This design comes from an exercise in tuning for a short achievable clock period and few clock cycles on the open sky130 flow, not from production work. Function was checked by simulation only, so behaviour that the tests miss may differ from the original. No activity file was given, so power comes from the tool's default toggle rates.

## flow/config.mk

```make
export PLATFORM = sky130hd
export DESIGN_NAME = pipeline
export DESIGN_NICKNAME = pipeline
export VERILOG_FILES = /design/flow/design.v
export SDC_FILE = /design/flow/constraint.sdc
export NUM_CORES = 4
export LEC_CHECK = 0
export CAP_MARGIN = 20
export CORE_MARGIN = 2
export CORE_UTILIZATION = 40
export MIN_ROUTING_LAYER = met2
export PLACE_DENSITY = 0.5
export SETUP_SLACK_MARGIN = 4.8
export SLEW_MARGIN = 20
export TNS_END_PERCENT = 100
```

## flow/constraint.sdc

```tcl
create_clock -name core_clock -period 9.0 [get_ports {clk}]
set_input_delay 1.8000 -clock core_clock [delete_from_list [all_inputs] [get_ports {clk}]]
set_output_delay 1.8000 -clock core_clock [all_outputs]
set_load 0.01 [all_outputs]
```

## flow/design.v

```verilog
`timescale 1ns / 1ps
module pipeline (clk, reset, switchRun, SwitchSelector, reg_read_data_1,
                 imem_addr, imem_data, dmem_addr, dmem_wdata, dmem_we, dmem_rdata);
	input clk, reset;
	input switchRun;
	input [4:0] SwitchSelector;
	output reg [31:0] reg_read_data_1;
	output [4:0] imem_addr;
	input [31:0] imem_data;
	output [5:0] dmem_addr;
	output [31:0] dmem_wdata;
	output dmem_we;
	input [31:0] dmem_rdata;
	function [31:0] ks_add;
		input [31:0] a, b;
		input cin;
		reg [31:0] p, g, pp, gg, sh_p, sh_g;
		integer d;
		begin
			p = a ^ b;
			g = a & b;
			g[0] = g[0] | (p[0] & cin);
			gg = g; pp = p;
			for (d = 1; d < 32; d = d * 2) begin
				sh_g = gg << d;
				sh_p = (pp << d) | ((32'd1 << d) - 32'd1);
				gg = gg | (pp & sh_g);
				pp = pp & sh_p;
			end
			ks_add = p ^ {gg[30:0], cin};
		end
	endfunction
	function [1:0] ctr;
		input [1:0] c;
		input t;
		begin
			if (t) ctr = (c == 2'b11) ? 2'b11 : c + 2'b01;
			else ctr = (c == 2'b00) ? 2'b00 : c - 2'b01;
		end
	endfunction
	wire run = switchRun;
	integer k;
	reg [4:0]  pc, pcn;				 
	reg [1:0]  bht [0:31];
	reg [31:0] ic [0:31];			 
	reg [31:0] icv;					 
	reg [31:0] pd_mem, pd_beq, pd_j, pd_same;
	reg [4:0]  pd_dst [0:31];
	reg [4:0]  pd_tb [0:31];		 
	reg [4:0]  pd_tbn [0:31];		 
	reg [4:0]  pd_jtn [0:31];		 
	reg [4:0]  pd_jt [0:31];		 
	reg [31:0] pd_pv, pd_pair, pd_swp, pd_fz;
	reg        prev_v, prev2_v;		 
	reg [4:0]  prev_pc, prev2_pc;
	reg [31:0] prev_w, prev2_w;
	reg        u0v, u1v, u2v, u3v, u0t, u1t, u2t, u3t;
	reg [4:0]  u0pc, u1pc, u2pc, u3pc;
	reg        r_v0, r_v1;			 
	reg [31:0] r_i0, r_i1;
	reg [4:0]  r_pc;				 
	reg        r_fuse;				 
	reg [3:0]  r_sa0, r_sb0, r_sa1, r_sb1;
	reg [31:0] r_oa0, r_ob0, r_oa1, r_ob1;
	reg        r_p0, r_p1;			 
	reg        x_we, x_sw, x_lw, x_beq, x_pred;
	reg [4:0]  x_rd, x_pc, x_alt, x_altn;
	reg [31:0] x_a, x_b, x_s2;
	reg [7:0]  x_ap, x_ag;			 
	reg        x_add, x_sub, x_and, x_or, x_slt;
	reg        y_we, y_beq, y_pred;
	reg [4:0]  y_rd, y_pc, y_alt, y_altn;
	reg [31:0] y_a, y_b, y_s2;
	reg        y_add, y_sub, y_and, y_or, y_slt;
	reg        w_we, v_we;
	reg [4:0]  w_rd, v_rd;
	reg [31:0] w, v;
	reg [31:0] rf [1:31];
	reg [31:0] zf;					 
	wire [31:0] sum0 = ks_add(x_a, x_s2, 1'b0);
	wire [31:0] diff0 = ks_add(x_a, ~x_b, 1'b1);
	wire [31:0] alu0 = ({32{x_add}} & sum0) | ({32{x_sub}} & diff0) |
	                   ({32{x_and}} & (x_a & x_s2)) | ({32{x_or}} & (x_a | x_b)) |
	                   {31'b0, x_slt & diff0[31]};
	wire [31:0] res0 = x_lw ? dmem_rdata : alu0;
	function [7:0] pg_add8;
		input [7:0] p, g;
		reg [7:0] pp, gg, sh_p, sh_g;
		integer d;
		begin
			gg = g; pp = p;
			for (d = 1; d < 8; d = d * 2) begin
				sh_g = gg << d;
				sh_p = (pp << d) | ((8'd1 << d) - 8'd1);
				gg = gg | (pp & sh_g);
				pp = pp & sh_p;
			end
			pg_add8 = p ^ {gg[6:0], 1'b0};
		end
	endfunction
	wire [7:0] maddr = pg_add8(x_ap, x_ag);
	assign dmem_addr = maddr[7:2];
	assign dmem_wdata = x_b;
	assign dmem_we = x_sw & run;
	wire x_eq = (x_a == x_b);
	wire x_mis = x_beq & (x_eq != x_pred);
	wire [31:0] axb0 = x_a ^ x_s2;
	wire [31:0] aob0 = x_a | x_s2;
	wire z_add0 = (axb0 == {aob0[30:0], 1'b0});
	wire fz0 = (x_add & z_add0) | (x_sub & x_eq) | (x_and & ((x_a & x_s2) == 32'd0)) |
	           (x_or & ((x_a | x_b) == 32'd0));
	wire zf0 = x_lw ? (dmem_rdata == 32'd0) : (x_slt ? ~diff0[31] : fz0);
	wire [31:0] sum1 = ks_add(y_a, y_s2, 1'b0);
	wire [31:0] diff1 = ks_add(y_a, ~y_b, 1'b1);
	wire [31:0] res1 = ({32{y_add}} & sum1) | ({32{y_sub}} & diff1) |
	                   ({32{y_and}} & (y_a & y_s2)) | ({32{y_or}} & (y_a | y_b)) |
	                   {31'b0, y_slt & diff1[31]};
	wire y_eq = (y_a == y_b);
	wire [31:0] axb1 = y_a ^ y_s2;
	wire [31:0] aob1 = y_a | y_s2;
	wire z_add1 = (axb1 == {aob1[30:0], 1'b0});
	wire fz1 = (y_add & z_add1) | (y_sub & y_eq) | (y_and & ((y_a & y_s2) == 32'd0)) |
	           (y_or & ((y_a | y_b) == 32'd0));
	wire zf1 = y_slt ? ~diff1[31] : fz1;
	wire y_wev = y_we & ~x_mis;		 
	wire y_mis = y_beq & (y_eq != y_pred) & ~x_mis;
	wire xkill = x_mis | y_mis;		 
	wire [5:0] op0 = r_i0[31:26];
	wire [4:0] rs0 = r_i0[25:21];
	wire [4:0] rt0 = r_i0[20:16];
	wire [3:0] fn0 = r_i0[3:0];
	wire d_r0    = (op0 == 6'b000000);
	wire d_addi0 = (op0 == 6'b001000);
	wire d_andi0 = (op0 == 6'b001100);
	wire d_lw0   = (op0 == 6'b100011);
	wire d_sw0   = (op0 == 6'b101011);
	wire d_beq0  = (op0 == 6'b000100);
	wire [4:0] dst0 = d_r0 ? r_i0[15:11] : ((d_addi0 | d_andi0 | d_lw0) ? rt0 : 5'd0);
	wire [5:0] op1 = r_i1[31:26];
	wire [4:0] rs1 = r_i1[25:21];
	wire [4:0] rt1 = r_i1[20:16];
	wire [3:0] fn1 = r_i1[3:0];
	wire d_r1    = (op1 == 6'b000000);
	wire d_addi1 = (op1 == 6'b001000);
	wire d_andi1 = (op1 == 6'b001100);
	wire d_beq1  = (op1 == 6'b000100);
	wire [4:0] dst1 = d_r1 ? r_i1[15:11] : ((d_addi1 | d_andi1) ? rt1 : 5'd0);
	function zres;				 
		input [4:0] rs, rt;
		reg [4:0] r;
		reg d1, d0;
		begin
			r = (rt == 5'd0) ? rs : rt;
			d1 = y_we & (y_rd == r);
			d0 = x_we & (x_rd == r);
			zres = ((rt == 5'd0) | (rs == 5'd0)) & ~(d1 ? y_slt : (d0 & (x_slt | x_lw)));
		end
	endfunction
	function zval;				 
		input [4:0] rs, rt;
		reg [4:0] r;
		reg d1, d0;
		begin
			r = (rt == 5'd0) ? rs : rt;
			d1 = y_we & (y_rd == r);
			d0 = x_we & (x_rd == r);
			zval = d1 ? fz1 : (d0 ? fz0 : zf[r]);
		end
	endfunction
	wire same0 = (rs0 == rt0);
	wire same1 = (rs1 == rt1);
	wire zr0 = same0 | zres(rs0, rt0);
	wire zr1 = same1 | zres(rs1, rt1);
	wire zv0 = same0 | zval(rs0, rt0);
	wire zv1 = same1 | zval(rs1, rt1);
	wire [4:0] r_pc1 = r_pc + 5'd1;
	wire [4:0] r_pc2 = r_pc + 5'd2;
	wire [4:0] r_pc3 = r_pc + 5'd3;
	wire [4:0] tgt0 = r_pc1 + r_i0[4:0];
	wire [4:0] tgt1 = r_pc2 + r_i1[4:0];
	wire rmis0 = r_v0 & d_beq0 & zr0 & (zv0 != r_p0);
	wire rmis1 = r_v1 & d_beq1 & zr1 & (zv1 != r_p1) & ~rmis0;
	wire rkill = rmis0 | rmis1;		 
	wire [4:0] r_redir  = rmis0 ? (zv0 ? tgt0 : r_pc1) : (zv1 ? tgt1 : r_pc2);
	wire [4:0] r_redirn = rmis0 ? (zv0 ? (tgt0 + 5'd1) : r_pc2) : (zv1 ? (tgt1 + 5'd1) : r_pc3);
	wire iss1 = r_v1 & ~rmis0;
	function [31:0] rdreg;
		input [4:0] r;
		begin
			if (v_we && v_rd == r) rdreg = v;
			else if (w_we && w_rd == r) rdreg = w;
			else if (r == 5'd0) rdreg = 32'd0;
			else rdreg = rf[r];
		end
	endfunction
	function [31:0] opnd;
		input [3:0] sel;
		input [31:0] oh;
		integer q;
		reg [31:0] acc;
		begin
			acc = ({32{sel[3]}} & res1) | ({32{sel[2]}} & res0) | ({32{sel[1]}} & v) |
			      ({32{sel[0]}} & w);
			for (q = 1; q < 32; q = q + 1) acc = acc | ({32{oh[q]}} & rf[q]);
			opnd = acc;
		end
	endfunction
	wire [31:0] b0 = opnd(r_sb0, r_ob0);
	wire [31:0] a1 = opnd(r_sa1, r_oa1);
	wire [31:0] b1 = opnd(r_sb1, r_ob1);
	wire [31:0] imm0 = {{16{r_i0[15]}}, r_i0[15:0]};
	wire [31:0] imm1 = {{16{r_i1[15]}}, r_i1[15:0]};
	wire [31:0] fm = r_fuse ? imm1 : 32'hFFFFFFFF;
	wire [31:0] xa_next = opnd(r_sa0, r_oa0) & fm;
	wire [31:0] s2_next = d_r0 ? b0 : imm0;
	wire ra_add0 = d_r0 & (fn0 == 4'b0000);
	wire ra_sub0 = d_r0 & (fn0 == 4'b0010);
	wire ra_or0  = d_r0 & (fn0 == 4'b0101);
	wire ra_slt0 = d_r0 & (fn0 == 4'b1010);
	wire ra_and0 = d_r0 & ~(fn0 == 4'b0000 | fn0 == 4'b0010 | fn0 == 4'b0101 | fn0 == 4'b1010);
	wire ra_add1 = d_r1 & (fn1 == 4'b0000);
	wire ra_sub1 = d_r1 & (fn1 == 4'b0010);
	wire ra_or1  = d_r1 & (fn1 == 4'b0101);
	wire ra_slt1 = d_r1 & (fn1 == 4'b1010);
	wire ra_and1 = d_r1 & ~(fn1 == 4'b0000 | fn1 == 4'b0010 | fn1 == 4'b0101 | fn1 == 4'b1010);
	wire [31:0] i0 = imem_data;
	wire [31:0] i1 = ic[pcn];
	assign imem_addr = pc;
	wire [5:0] fop0 = i0[31:26];
	wire [4:0] frs0 = i0[25:21];
	wire [4:0] frt0 = i0[20:16];
	wire [4:0] frd0 = i0[15:11];
	wire f_beq0 = (fop0 == 6'b000100);
	wire f_j0   = (fop0 == 6'b000010);
	wire f_r0d  = (fop0 == 6'b000000);
	wire f_iw0d = (fop0 == 6'b001000) | (fop0 == 6'b001100);
	wire [4:0] fdst0t = f_r0d ? frd0 : (f_iw0d ? frt0 : 5'd0);
	wire ft0u = f_beq0 & (frs0 == frt0);
	wire c0 = icv[pc];
	wire ft0c = pd_beq[pc] & (pd_same[pc] | bht[pc][1]);
	wire ft0 = c0 ? ft0c : ft0u;
	wire [4:0] frs1 = i1[25:21];
	wire [4:0] frt1 = i1[20:16];
	wire f_j1   = pd_j[pcn];
	wire ft1 = pd_beq[pcn] & (pd_same[pcn] | bht[pcn][1]);
	wire pair = pd_pv[pc] & pd_pair[pc] & ~ft0c;
	wire swap = pd_pv[pc] & pd_swp[pc];
	wire fuse_ok = pd_fz[pc];
	wire [5:0] sop0 = prev2_w[31:26];
	wire [4:0] srs0 = prev2_w[25:21];
	wire [4:0] srt0 = prev2_w[20:16];
	wire [4:0] srd0 = prev2_w[15:11];
	wire [5:0] sop1 = prev_w[31:26];
	wire [4:0] srs1 = prev_w[25:21];
	wire [4:0] srt1 = prev_w[20:16];
	wire [4:0] sdst1 = (sop1 == 6'b000000) ? prev_w[15:11] :
	                   (((sop1 == 6'b001000) | (sop1 == 6'b001100)) ? srt1 : 5'd0);
	wire s_r0   = (sop0 == 6'b000000);
	wire s_itw0 = (sop0 == 6'b001000) | (sop0 == 6'b001100) | (sop0 == 6'b100011);
	wire s_mem0 = (sop0 == 6'b100011) | (sop0 == 6'b101011);
	wire s_beq0 = (sop0 == 6'b000100);
	wire s_j0   = (sop0 == 6'b000010);
	wire s_andi0 = (sop0 == 6'b001100);
	wire s_mem1 = (sop1 == 6'b100011) | (sop1 == 6'b101011);
	wire raw_rd = (srd0 != 5'd0) & ((srd0 == srs1) | (srd0 == srt1) | (srd0 == sdst1));
	wire raw_rt = (srt0 != 5'd0) & ((srt0 == srs1) | (srt0 == srt1) | (srt0 == sdst1));
	wire s_raw = (s_r0 & raw_rd) | (s_itw0 & raw_rt);
	wire s_fuse = s_andi0 & s_mem1 & (srt0 != 5'd0) & (srs1 == srt0) & (srt1 != srt0);
	wire s_pair = ~s_j0 & ~(s_beq0 & (srs0 == srt0)) & ~(s_mem1 & (s_mem0 | s_beq0)) &
	              (~s_raw | s_fuse);
	wire s_upd = prev2_v & (prev2_pc + 5'd1 == prev_pc);
	wire pv1 = r_v1 & (dst1 != 5'd0);
	wire pv0 = r_v0 & (dst0 != 5'd0);
	function [3:0] osel;
		input [4:0] r;
		reg f1, f0, bv, bw;
		begin
			f1 = pv1 & (dst1 == r);
			f0 = pv0 & (dst0 == r);
			bv = y_we & (y_rd == r);
			bw = x_we & (x_rd == r);
			osel = {f1, f0 & ~f1, bv & ~f0 & ~f1, bw & ~bv & ~f0 & ~f1};
		end
	endfunction
	function [31:0] ohot;
		input [4:0] r;
		input [3:0] sel;
		begin
			ohot = (sel == 4'd0) ? ((32'd1 << r) & 32'hFFFFFFFE) : 32'd0;
		end
	endfunction
	wire [3:0] q_s0 = osel(frs0), q_t0 = osel(frt0), q_s1 = osel(frs1), q_t1 = osel(frt1);
	wire [31:0] h_s0 = ohot(frs0, q_s0), h_t0 = ohot(frt0, q_t0);
	wire [31:0] h_s1 = ohot(frs1, q_s1), h_t1 = ohot(frt1, q_t1);
	wire sw_a = swap & ~fuse_ok;
	wire [4:0] pc2 = pc + 5'd2;
	wire [4:0] pc3 = pc + 5'd3;
	wire [4:0] ftg0 = pcn + i0[4:0];
	wire [4:0] ftg0n = pc2 + i0[4:0];
	wire [4:0] ftg1 = pd_tb[pcn];
	wire [4:0] ftg1n = pd_tbn[pcn];
	wire [4:0] p_next  = f_j1 ? pd_jt[pcn] : (ft1 ? ftg1 : pc2);
	wire [4:0] p_nextn = f_j1 ? pd_jtn[pcn] : (ft1 ? ftg1n : pc3);
	wire [4:0] f_next_c  = pd_j[pc] ? pd_jt[pc] : (ft0c ? pd_tb[pc] : (pair ? p_next : pcn));
	wire [4:0] f_next_cn = pd_j[pc] ? pd_jtn[pc] : (ft0c ? pd_tbn[pc] : (pair ? p_nextn : pc2));
	wire [4:0] f_next_u  = f_j0 ? i0[4:0] : (ft0u ? ftg0 : pcn);
	wire [4:0] f_next_un = f_j0 ? (i0[4:0] + 5'd1) : (ft0u ? ftg0n : pc2);
	wire [4:0] f_next  = c0 ? f_next_c : f_next_u;
	wire [4:0] f_nextn = c0 ? f_next_cn : f_next_un;
	wire ovr = x_mis | y_mis | rkill;
	wire [4:0] o_next  = x_mis ? x_alt : (y_mis ? y_alt : r_redir);
	wire [4:0] o_nextn = x_mis ? x_altn : (y_mis ? y_altn : r_redirn);
	wire [4:0] pc_next  = ovr ? o_next : f_next;
	wire [4:0] pcn_next = ovr ? o_nextn : f_nextn;
	always @(posedge clk or posedge reset) begin
		if (reset) begin
			pc <= 5'd0;
			pcn <= 5'd1;
			r_v0 <= 1'b0; r_v1 <= 1'b0;
			x_we <= 1'b0; x_sw <= 1'b0; x_beq <= 1'b0;
			y_we <= 1'b0; y_beq <= 1'b0;
			w_we <= 1'b0; v_we <= 1'b0;
		end else if (run) begin
			pc <= pc_next;
			pcn <= pcn_next;
			r_v0 <= ~xkill & ~rkill;
			r_v1 <= pair & ~xkill & ~rkill;
			x_we <= r_v0 & (dst0 != 5'd0) & ~xkill;
			x_sw <= r_v0 & d_sw0 & ~xkill;
			x_beq <= r_v0 & d_beq0 & ~zr0 & ~xkill;
			y_we <= iss1 & (dst1 != 5'd0) & ~xkill;
			y_beq <= iss1 & d_beq1 & ~zr1 & ~xkill;
			w_we <= x_we;
			v_we <= y_wev;
		end
	end
	always @(posedge clk or posedge reset) begin
		if (reset) begin
			u0v <= 1'b0; u1v <= 1'b0; u2v <= 1'b0; u3v <= 1'b0;
		end else begin
			u0v <= run & x_beq;
			u1v <= run & y_beq & ~x_mis;
			u2v <= run & r_v0 & d_beq0 & zr0 & ~xkill;
			u3v <= run & iss1 & d_beq1 & zr1 & ~xkill;
		end
	end
	always @(posedge clk) begin
		u0pc <= x_pc; u0t <= x_eq;
		u1pc <= y_pc; u1t <= y_eq;
		u2pc <= r_pc; u2t <= zv0;
		u3pc <= r_pc1; u3t <= zv1;
	end
	always @(posedge clk or posedge reset) begin
		if (reset) begin
			for (k = 0; k < 32; k = k + 1) bht[k] <= 2'b01;
		end else begin
			for (k = 0; k < 32; k = k + 1) begin
				if (u0v && u0pc == k) bht[k] <= ctr(bht[k], u0t);
				else if (u1v && u1pc == k) bht[k] <= ctr(bht[k], u1t);
				else if (u2v && u2pc == k) bht[k] <= ctr(bht[k], u2t);
				else if (u3v && u3pc == k) bht[k] <= ctr(bht[k], u3t);
			end
		end
	end
	always @(posedge clk or posedge reset) begin
		if (reset) begin
			icv <= 32'd0;
			pd_pv <= 32'd0;
			prev_v <= 1'b0;
			prev2_v <= 1'b0;
		end else begin
			icv[pc] <= 1'b1;
			prev_v <= 1'b1;
			prev2_v <= prev_v;
			if (s_upd) pd_pv[prev2_pc] <= 1'b1;
		end
	end
	always @(posedge clk) begin
		ic[pc] <= i0;
		pd_jt[pc] <= i0[4:0];
		prev_w <= i0;
		prev_pc <= pc;
		prev2_w <= prev_w;
		prev2_pc <= prev_pc;
		if (s_upd) begin
			pd_pair[prev2_pc] <= s_pair;
			pd_swp[prev2_pc] <= s_pair & s_mem1;
			pd_fz[prev2_pc] <= s_pair & s_fuse;
		end
		pd_mem[pc] <= (fop0 == 6'b100011) | (fop0 == 6'b101011);
		pd_beq[pc] <= f_beq0;
		pd_j[pc] <= f_j0;
		pd_same[pc] <= (frs0 == frt0);
		pd_dst[pc] <= fdst0t;
		pd_tb[pc] <= ftg0;
		pd_tbn[pc] <= ftg0n;
		pd_jtn[pc] <= i0[4:0] + 5'd1;
	end
	always @(posedge clk) begin
		if (run) begin
			r_i0 <= swap ? i1 : i0;
			r_i1 <= swap ? i0 : i1;
			r_fuse <= swap & fuse_ok;
			r_sa0 <= sw_a ? q_s1 : q_s0;
			r_oa0 <= sw_a ? h_s1 : h_s0;
			r_sb0 <= swap ? q_t1 : q_t0;
			r_ob0 <= swap ? h_t1 : h_t0;
			r_sa1 <= swap ? q_s0 : q_s1;
			r_oa1 <= swap ? h_s0 : h_s1;
			r_sb1 <= swap ? q_t0 : q_t1;
			r_ob1 <= swap ? h_t0 : h_t1;
			r_pc <= pc;
			r_p0 <= ft0;
			r_p1 <= ft1;
			x_rd <= dst0;
			x_pc <= r_pc;
			x_pred <= r_p0;
			x_alt <= r_p0 ? r_pc1 : tgt0;
			x_altn <= r_p0 ? r_pc2 : (tgt0 + 5'd1);
			x_lw <= d_lw0;
			x_a <= xa_next;
			x_b <= b0;
			x_s2 <= s2_next;
			x_ap <= xa_next[7:0] ^ s2_next[7:0];
			x_ag <= xa_next[7:0] & s2_next[7:0];
			x_add <= ra_add0 | d_addi0 | d_lw0 | d_sw0;
			x_sub <= ra_sub0;
			x_and <= ra_and0 | d_andi0;
			x_or <= ra_or0;
			x_slt <= ra_slt0;
			y_rd <= dst1;
			y_pc <= r_pc1;
			y_pred <= r_p1;
			y_alt <= r_p1 ? r_pc2 : tgt1;
			y_altn <= r_p1 ? r_pc3 : (tgt1 + 5'd1);
			y_a <= a1;
			y_b <= b1;
			y_s2 <= d_r1 ? b1 : imm1;
			y_add <= ra_add1 | d_addi1;
			y_sub <= ra_sub1;
			y_and <= ra_and1 | d_andi1;
			y_or <= ra_or1;
			y_slt <= ra_slt1;
			w_rd <= x_rd;
			w <= res0;
			v_rd <= y_rd;
			v <= res1;
		end
	end
	always @(posedge clk or posedge reset) begin
		if (reset) begin
			for (k = 1; k < 32; k = k + 1) rf[k] <= 32'd0;
		end else begin
			for (k = 1; k < 32; k = k + 1) begin
				if (v_we && v_rd == k) rf[k] <= v;
				else if (w_we && w_rd == k) rf[k] <= w;
			end
		end
	end
	always @(posedge clk or posedge reset) begin
		if (reset) zf <= 32'hFFFFFFFF;
		else begin
			for (k = 1; k < 32; k = k + 1) begin
				if (y_wev && y_rd == k) zf[k] <= zf1;
				else if (x_we && x_rd == k) zf[k] <= zf0;
			end
		end
	end
	reg [4:0] sel_q;
	always @(posedge clk or posedge reset) begin
		if (reset) begin
			sel_q <= 5'd0;
			reg_read_data_1 <= 32'd0;
		end else begin
			sel_q <= SwitchSelector;
			reg_read_data_1 <= rdreg(sel_q);
		end
	end
endmodule
```

## flow/run.sh

```bash
#!/bin/bash
# synth_recipe.tcl (not shown) runs the flow's synth.tcl, then flattens the netlist and writes it again
# the make line also repeats each setting of config.mk as NAME=value (left out here)
make -C /OpenROAD-flow-scripts/flow DESIGN_CONFIG=/design/flow/config.mk WORK_HOME=/design/flow/orfs CLKGATE_MAP_FILE= SYNTH_SCRIPT=/design/flow/synth_recipe.tcl finish
```

==> run summary <==
## power by group through the flow
stage | clock (mW) | combinational (mW) | sequential (mW)
after floorplan | 0 | 21.9 | 25.2
after global placement | 0 | 37.9 | 29.0
after detailed placement | 0 | 37.9 | 28.8
after CTS | 17.7 | 40.6 | 28.4
## how the worst min path moves through the flow
stage / endpoint / slack, ns / from / cells past startpoint
after global placement: u0pc[2] / 0.33 / x_pc[2] / 0
after detailed placement: u0pc[4] / 0.33 / x_pc[4] / 0
after floorplan: u0pc[0] / 0.32 / x_pc[0] / 0
after CTS: u0pc[4] / 0.29 / x_pc[4] / 0
## logic make-up after synthesis
| kind of cell | count (synthesis) | synth area share [%] |
|---|---|---|
| AO/OA/AOI/OAI | 5260 | 18.3 |
| AND/OR/NAND/NOR | 4149 | 9.67 |
| flip-flops | 3530 | 49.5 |
| multiplexers | 2057 | 15.1 |
| buffers and inverters | 1969 | 3.80 |
| XOR/XNOR | 373 | 1.65 |
| adder cells (fa/ha/maj) | 302 | 1.93 |
| other | 1 | 0.00189 |
## Yosys cell counts (all sizes together) (24+ instances only)
| cell | instances |
|---|---|
| a22o | 294 |
| a211o | 36 |
| xnor2 | 245 |
| nor2b | 94 |
| nand4 | 408 |
| or3 | 34 |
| nor2 | 1372 |
| xor2 | 128 |
| nand3 | 450 |
| edfxtp | 2145 |
| o22ai | 178 |
| a21o | 58 |
| o21ai | 704 |
| and3 | 34 |
| and2 | 33 |
| nor4 | 182 |
| dfrtp | 1149 |
| a222oi | 160 |
| o21a | 46 |
| o211ai | 34 |
| nor3b | 24 |
| ha | 294 |
| buf | 318 |
| a31oi | 91 |
| or2 | 32 |
| a211oi | 61 |
| dfxtp | 172 |
| dfstp | 64 |
| mux4 | 744 |
| clkbuf | 1244 |
| a22oi | 1815 |
| a221o | 78 |
| a221oi | 330 |
| a21oi | 1125 |
| nor3 | 191 |
| o21bai | 61 |
| mux2 | 100 |
| o31ai | 28 |
| nand2 | 1107 |
| mux2i | 1213 |
| inv | 404 |
| nand2b | 118 |
## per-layer routing
metal | GRT usage, % | GRT overflow
met1 | - | -
met2 | 93.6 | 2709
met4 | 80.1 | 1564
met3 | 101 | 6546
met5 | 86.5 | 844
## stage by stage
step,std cells,cell area [sq um]
after global placement,23500,210000
after CTS,24500,229000
after detailed placement,23500,210000
after floorplan,17600,198000
## repair_timing
item                                    CTS
endpoints found under the setup margin  702
buffers inserted                        201
resized for setup                       454
pin swaps                               102
hold buffers                              0
gates cloned                             24
endpoints found under the hold margin     0
==> summary.md <==
| Metric | Value |
|---|---|
| CTS Sinks | 3530 |
| Top cell type's share of synthesized area | 32.5% |
| Hpwl dp | 832 mm |
| Run Error | [ERROR GRT-0116] Global routing finished with congestion. Check the congestion regions in the DRC Viewer. |
| GRT Util Overall | 92.9% |
| IO Port Bufs | 147 |
| Synth Net Count | 18000 |
| Yosys warnings | 35 |
| H-tree depth | 5 |
| Distinct cell type count after synthesis | 105 |
| Clock buffer depth | 4 |
| Final Wtd Congestion | 1.30 |
| Top post-synthesis cells by area | edfxtp_1 (32%), dfrtp_1 (14%), mux4_2 (8.4%) |
| Inserted Clock Buffers | 402 |
| Dpl ws | 3.17 ns |
| Die span in y | 708 um |
| Sequential area share after synthesis | 49.5% |
| Post-synth EDFFs | 2145 |
| Register bit total from synthesis | 3530 |
| Area leader, netlist | edfxtp_1 |
| Synthesized area | 198000 sq um |
| First-pass GRT wire length | 2160 mm |
| CTS Root Cell | clkbuf_16 |
| Status | aborted with a tool error |
| IO Pins | 148 |
| Post-synthesis area per instance | 11.2 sq um |
| Vias in the first global route | 283000 |
| Top FF cell, synth | edfxtp_1 |
| Die Span X | 708 um |
| FFs w/ async S/R, synth | 34.4% |
| GRT Residual Overflow | 11700 |
| Initial Utilization | 40.2% |
| # rows | 258 |
| Largest net degree at the start of global routing | 133 |
| Synth Instances | 17600 |
| Fail Step | global routing |
Testbench counts, summed over its fixed seeds: cycles 204,325.
